Background: an optimization exercise with open tools, aiming at small area and a short achievable clock period. Do not read the settings as production practice. RTL that was checked went through simulation tests only; none was proved equivalent to the original. No activity file was given, so power comes from the tool's default toggle rates.

// FpAdd
module FpAdd (
    input             iCLK,
    input      [26:0] iA,
    input      [26:0] iB,
    output reg [26:0] oSum
);
Size in the first run: about 1,200 cells after synthesis, about 76 flip-flops, about 82 I/O pins.
Settings: LEC_CHECK=0, ABC_AREA=1, CAP_MARGIN=20, CORE_MARGIN=2, CORE_UTILIZATION=40, SETUP_SLACK_MARGIN=5.0, SLEW_MARGIN=20; clock period 10.0 ns.
standard.sh (not shown) runs the stock make flow with config.mk's settings and CLKGATE_MAP_FILE= SYNTH_SCRIPT=/design/flow/synth_recipe.tcl, a recipe that flattens the netlist after the stock synthesis.
==> flow/flow/run.sh <==
#!/bin/bash
# Standard ORFS layout; the port buffers are buf_2 cells instead of the
# delay-buffer cell buffer_ports picks by default.
export BUFFER_PORTS_ARGS="-buffer_cell sky130_fd_sc_hd__buf_2"
bash standard.sh > standard.log 2>&1
Rerun with:
==> flow/flow/run.sh (replaced) <==
#!/bin/bash
# Standard ORFS layout; the port buffers are buf_1 cells instead of the
# delay-buffer cell buffer_ports picks by default.
export BUFFER_PORTS_ARGS="-buffer_cell sky130_fd_sc_hd__buf_1"
bash standard.sh > standard.log 2>&1
--- a/flow/config.mk
+++ b/flow/config.mk
@@ -11 +11 @@
-export CORE_UTILIZATION = 40
+export CORE_UTILIZATION = 65
Effect:
- The new run completed without violations
- via count grows by 5.0%
- synthesized cell count stays the same
- critical path depth grows by 4
No functional check of the RTL was part of any run of this note.

* * *

Another version of the RTL of FpAdd (not shown whole).
Size in the first run: ~87 flip-flops.
## FpAdd
module FpAdd (
    input             iCLK,
    input      [26:0] iA,
    input      [26:0] iB,
    output reg [26:0] oSum
);
export LEC_CHECK = 0
export ABC_AREA = 1
export CAP_MARGIN = 20
export CORE_MARGIN = 2
export CORE_UTILIZATION = 40
export GPL_ROUTABILITY_DRIVEN = 0
export SLEW_MARGIN = 20
create_clock -name core_clock -period 10.0 [get_ports {iCLK}]
==> flow/flow/run.sh <==
#!/bin/bash
# Standard ORFS layout, with two changes: the port buffers are buf_2 cells
# instead of the delay-buffer cell buffer_ports picks by default, and
# repair_timing aims for 5.6 ns of setup slack.
export BUFFER_PORTS_ARGS="-buffer_cell sky130_fd_sc_hd__buf_2"
export SETUP_SLACK_MARGIN=5.6
bash standard.sh > standard.log 2>&1
==> next run, changes <==
==> flow/flow/run.sh (replaced) <==
#!/bin/bash
# Standard ORFS layout, with two changes: the port buffers are buf_2 cells
# instead of the delay-buffer cell buffer_ports picks by default, and
# repair_timing aims for 5.7 ns of setup slack.
export BUFFER_PORTS_ARGS="-buffer_cell sky130_fd_sc_hd__buf_2"
export SETUP_SLACK_MARGIN=5.7
bash standard.sh > standard.log 2>&1
Settings changed: GPL_ROUTABILITY_DRIVEN 0 to unset.
Outcome: The new run completed with no timing, DRC or antenna violations. Global-route usage goes up by 0.77 points. Total power goes up by 2.8%. Setup slack loses 37 ps. Critical path depth does not change. Sequential share of layout area goes down by 0.19 points. Via count goes up by 1.2%. Non-clock buffer count goes up by 5. Final area goes up by 1.2%. Combinational power barely changes. Die area does not change. Hold slack is about the same.

* * *

The RTL this note starts from:
==> flow/design.v <==
module FpAdd (
    input             iCLK,
    input      [26:0] iA,
    input      [26:0] iB,
    output reg [26:0] oSum
);
    wire [17:0] L;
    wire [16:0] Y;
    wire [5:0]  d;
    wire        flush, sub;
    wire [7:0]  L_e;
    wire        L_s;
    FpAdd_s1 u_s1 (.iA(iA), .iB(iB), .L(L), .Y(Y), .d(d), .flush(flush),
                   .sub(sub), .L_e(L_e), .L_s(L_s));
    reg [17:0] r_L;
    reg [16:0] r_Y;
    reg [5:0]  r_d;
    reg        r_flush;
    reg        r_sub;
    reg [7:0]  r_e;
    reg        r_s;
    always @(posedge iCLK) begin
        r_L     <= L;
        r_Y     <= Y;
        r_d     <= d;
        r_flush <= flush;
        r_sub   <= sub;
        r_e     <= L_e;
        r_s     <= L_s;
    end
    wire [20:0] sum;
    wire [4:0]  lz;
    wire        zero;
    FpAdd_s2 u_s2 (.L(r_L), .Y(r_Y), .d(r_d), .flush(r_flush), .sub(r_sub),
                   .L_e(r_e), .sum(sum), .lz(lz), .zero(zero));
    reg [20:0] q_sum;
    reg [4:0]  q_lz;
    reg [7:0]  q_e;
    reg        q_s;
    reg        q_zero;
    always @(posedge iCLK) begin
        q_sum  <= sum;
        q_lz   <= lz;
        q_e    <= r_e;
        q_s    <= r_s;
        q_zero <= zero;
    end
    wire [26:0] res;
    FpAdd_s3 u_s3 (.sum(q_sum), .lz(q_lz), .L_e(q_e), .sgn(q_s),
                   .zero(q_zero), .res(res));
    always @*
        oSum = res;
endmodule
module FpAdd_s1 (
    input  [26:0] iA,
    input  [26:0] iB,
    output [17:0] L,      
    output [16:0] Y,      
    output [5:0]  d,      
    output        flush,  
    output        sub,    
    output [7:0]  L_e,    
    output        L_s     
);
    wire        A_s = iA[26];
    wire [7:0]  A_e = iA[25:18];
    wire        B_s = iB[26];
    wire [7:0]  B_e = iB[25:18];
    wire pass = (A_e == 8'd0) | (B_e == 8'd0);
    wire [7:0]  dAB, dBA;
    wire        A_lt, B_lt;
    FpAdd_esub u_dAB (.a(A_e), .b(B_e), .d(dAB), .lt(A_lt));
    FpAdd_esub u_dBA (.a(B_e), .b(A_e), .d(dBA), .lt(B_lt));
    wire [7:0]  dd  = A_lt ? dBA : dAB;
    wire        tie = (A_e == B_e);
    wire A_larger = ~A_lt & (~tie | (iA[17:1] > iB[17:1]));
    assign L_s = A_larger ? A_s : B_s;
    assign L_e = A_lt ? B_e : A_e;
    assign L   = A_larger ? {iA[17:1], pass & iA[0]} : {iB[17:1], pass & iB[0]};
    assign Y   = A_larger ? iB[17:1] : iA[17:1];
    assign d     = dd[5:0];
    assign flush = pass | (dd > 8'd35);
    assign sub   = A_s ^ B_s;
endmodule
module FpAdd_esub (
    input  [7:0] a,
    input  [7:0] b,
    output [7:0] d,
    output       lt
);
    wire [7:0] p = a ^ ~b;
    reg  [8:0] G, P, Gn, Pn;
    integer k, m;
    always @* begin
        G = {a & ~b, 1'b1};
        P = {p, 1'b0};
        for (k = 1; k < 9; k = k * 2) begin
            Gn = G; Pn = P;
            for (m = k; m < 9; m = m + 1) begin
                Gn[m] = G[m] | (P[m] & G[m-k]);
                Pn[m] = P[m] & P[m-k];
            end
            G = Gn; P = Pn;
        end
    end
    assign d  = p ^ G[7:0];
    assign lt = ~G[8];
endmodule
module FpAdd_s2 (
    input  [17:0] L,
    input  [16:0] Y,
    input  [5:0]  d,
    input         flush,
    input         sub,
    input  [7:0]  L_e,
    output [20:0] sum,
    output reg [4:0] lz,
    output        zero
);
    wire [19:0] W = flush ? 20'd0 : ({1'b1, Y, 2'b00} >> d);
    reg  [15:0] M;
    integer i;
    always @*
        for (i = 0; i < 16; i = i + 1)
            M[i] = (d >= i + 3) & (d <= 6'd18);
    wire sticky = ~flush & (|(Y[15:0] & M) |
                            (d == 6'd19 & |Y[16:1]) |
                            (d >= 6'd20));
    wire [20:0] Lw  = {2'b01, L, 1'b0};
    wire [20:0] y   = {1'b0, W} ^ {21{sub}};
    wire        cin = sub & ~sticky;
    wire [20:0] p   = Lw ^ y;
    reg  [20:0] G, P, Gn, Pn;
    integer k, m;
    always @* begin
        G = Lw & y;
        P = p;
        for (k = 1; k < 21; k = k * 2) begin
            Gn = G; Pn = P;
            for (m = k; m < 21; m = m + 1) begin
                Gn[m] = G[m] | (P[m] & G[m-k]);
                Pn[m] = P[m] & P[m-k];
            end
            G = Gn; P = Pn;
        end
    end
    wire [20:0] c = {G[19:0] | (P[19:0] & {20{cin}}), cin};
    assign sum = p ^ c;
    integer j;
    always @* begin
        lz = 5'd21;
        for (j = 0; j < 21; j = j + 1)
            if (sum[j])
                lz = 5'd20 - j[4:0];
    end
    assign zero = (L_e == 8'd0) | (sum == 21'd0);
endmodule
module FpAdd_s3 (
    input  [20:0] sum,
    input  [4:0]  lz,
    input  [7:0]  L_e,
    input         sgn,
    input         zero,
    output [26:0] res
);
    wire [20:0] norm = sum << lz;
    wire [7:0] t = L_e + 8'd1;
    wire [4:0] e_lo;
    wire       e_b;
    FpAdd_sub5 u_elo (.a(t[4:0]), .b(lz), .d(e_lo), .lt(e_b));
    wire [7:0] e_out = {e_b ? t[7:5] - 3'd1 : t[7:5], e_lo};
    assign res = zero ? 27'd0 : {sgn, e_out, norm[19:2]};
endmodule
module FpAdd_sub5 (
    input  [4:0] a,
    input  [4:0] b,
    output [4:0] d,
    output       lt
);
    wire [4:0] p = a ^ ~b;
    reg  [5:0] G, P, Gn, Pn;
    integer k, m;
    always @* begin
        G = {a & ~b, 1'b1};
        P = {p, 1'b0};
        for (k = 1; k < 6; k = k * 2) begin
            Gn = G; Pn = P;
            for (m = k; m < 6; m = m + 1) begin
                Gn[m] = G[m] | (P[m] & G[m-k]);
                Pn[m] = P[m] & P[m-k];
            end
            G = Gn; P = Pn;
        end
    end
    assign d  = p ^ G[4:0];
    assign lt = ~G[5];
endmodule
clock: 10.0 ns
lec_check: 0
abc_area: 1
cap_margin: 20
core_margin: 2
core_utilization: 40
slew_margin: 20
tns_end_percent: 30
==> flow/flow/run.sh <==
#!/bin/bash
# Standard ORFS layout, with two changes: the port buffers are buf_2 cells
# instead of the delay-buffer cell buffer_ports picks by default, and
# repair_timing aims for 5.6 ns of setup slack.
export BUFFER_PORTS_ARGS="-buffer_cell sky130_fd_sc_hd__buf_2"
export SETUP_SLACK_MARGIN=5.6
bash standard.sh > standard.log 2>&1
The starting point passed the timing, design-rule and antenna checks.
Then changed:
- CORE_UTILIZATION: 40 -> 30
- TNS_END_PERCENT: 30 -> default
=>
- The new run completed without violations
- clock power rises by 6.3%
- clock-buffer cell count increases by 1
- setup slack gets better by 0.034 ns
- area after synthesis does not change
Then changed:
==> flow/flow/run.sh (replaced) <==
#!/bin/bash
# Standard ORFS layout, with two changes: the port buffers are buf_2 cells
# instead of the delay-buffer cell buffer_ports picks by default, and
# repair_timing aims for 5.5 ns of setup slack.
export BUFFER_PORTS_ARGS="-buffer_cell sky130_fd_sc_hd__buf_2"
export SETUP_SLACK_MARGIN=5.5
bash standard.sh > standard.log 2>&1
- CORE_UTILIZATION: 30 -> 40
Effect: Maximum frequency fell by 2.9%; setup slack degrades by 0.13 ns; power fell by 2.6%; routed wire length fell by 3.4%; final cell count fell by 6.6%; sequential cell count does not change; sequential power rose by about 1%; die area fell by 24%.
Then changed:
==> flow/flow/run.sh (replaced) <==
#!/bin/bash
# Standard ORFS layout, with two changes: the port buffers are buf_2 cells
# instead of the delay-buffer cell buffer_ports picks by default, and
# repair_timing aims for 5.6 ns of setup slack.
export BUFFER_PORTS_ARGS="-buffer_cell sky130_fd_sc_hd__buf_2"
export SETUP_SLACK_MARGIN=5.6
bash standard.sh > standard.log 2>&1
- CTS_BUF_LIST: default -> sky130_fd_sc_hd__clkbuf_8
- CTS_CLUSTER_SIZE: default -> 30
Effect:
- design area fell by 0.54%
- total power fell by 3.9%
- wire length barely changes
- global-route usage went up by 0.18 points

## afterwards: timing with drivers on the ports
How much do the figures lean on ideal ports? The routed layouts below were timed once more, with nothing changed but the port constraints.
Step 1: set_driving_cell puts a clkbuf_16 on iCLK and a buf_2 on each other input, an assumption about the parent block.
Step 2 adds t to the input delays and takes it off the output delays; t is the mean of the earliest and latest rising clock arrival at the registers after step 1. Input paths then give back, and output paths get back, about the clock's delay inside the block.
Three values: no drivers, after step 1, after step 2; two values: the first two.
run | t, ns | slack for setup (ns) | worst slew at a driven data input, ns
the first run of note 1 | 0.374 | 5.092 / 5.106 / 4.731 | 0.03
the second run of note 1 | 0.377 | 5.027 / 5.037 / 4.660 | 0.04
the first run of note 2 | 0.393 | 5.768 / 5.720 / 5.424 | 0.04
the second run of note 2 | 0.393 | 5.731 / 5.685 / 5.473 | 0.05
the first run of note 3 | 0.388 | 5.724 / 5.681 / 5.405 | 0.05
the second run of note 3 | 0.385 | 5.758 / 5.717 / 5.476 | 0.04
the third run of note 3 | 0.392 | 5.631 / 5.587 / 5.400 | 0.05
the fourth run of note 3 | 0.415 | 5.692 / 5.652 / 5.388 | 0.05
After both steps every run listed still meets setup and hold. For the second run of note 1, which loses most, drivers alone change the setup slack by +0.010 ns; drivers and shift together by -0.367 ns.
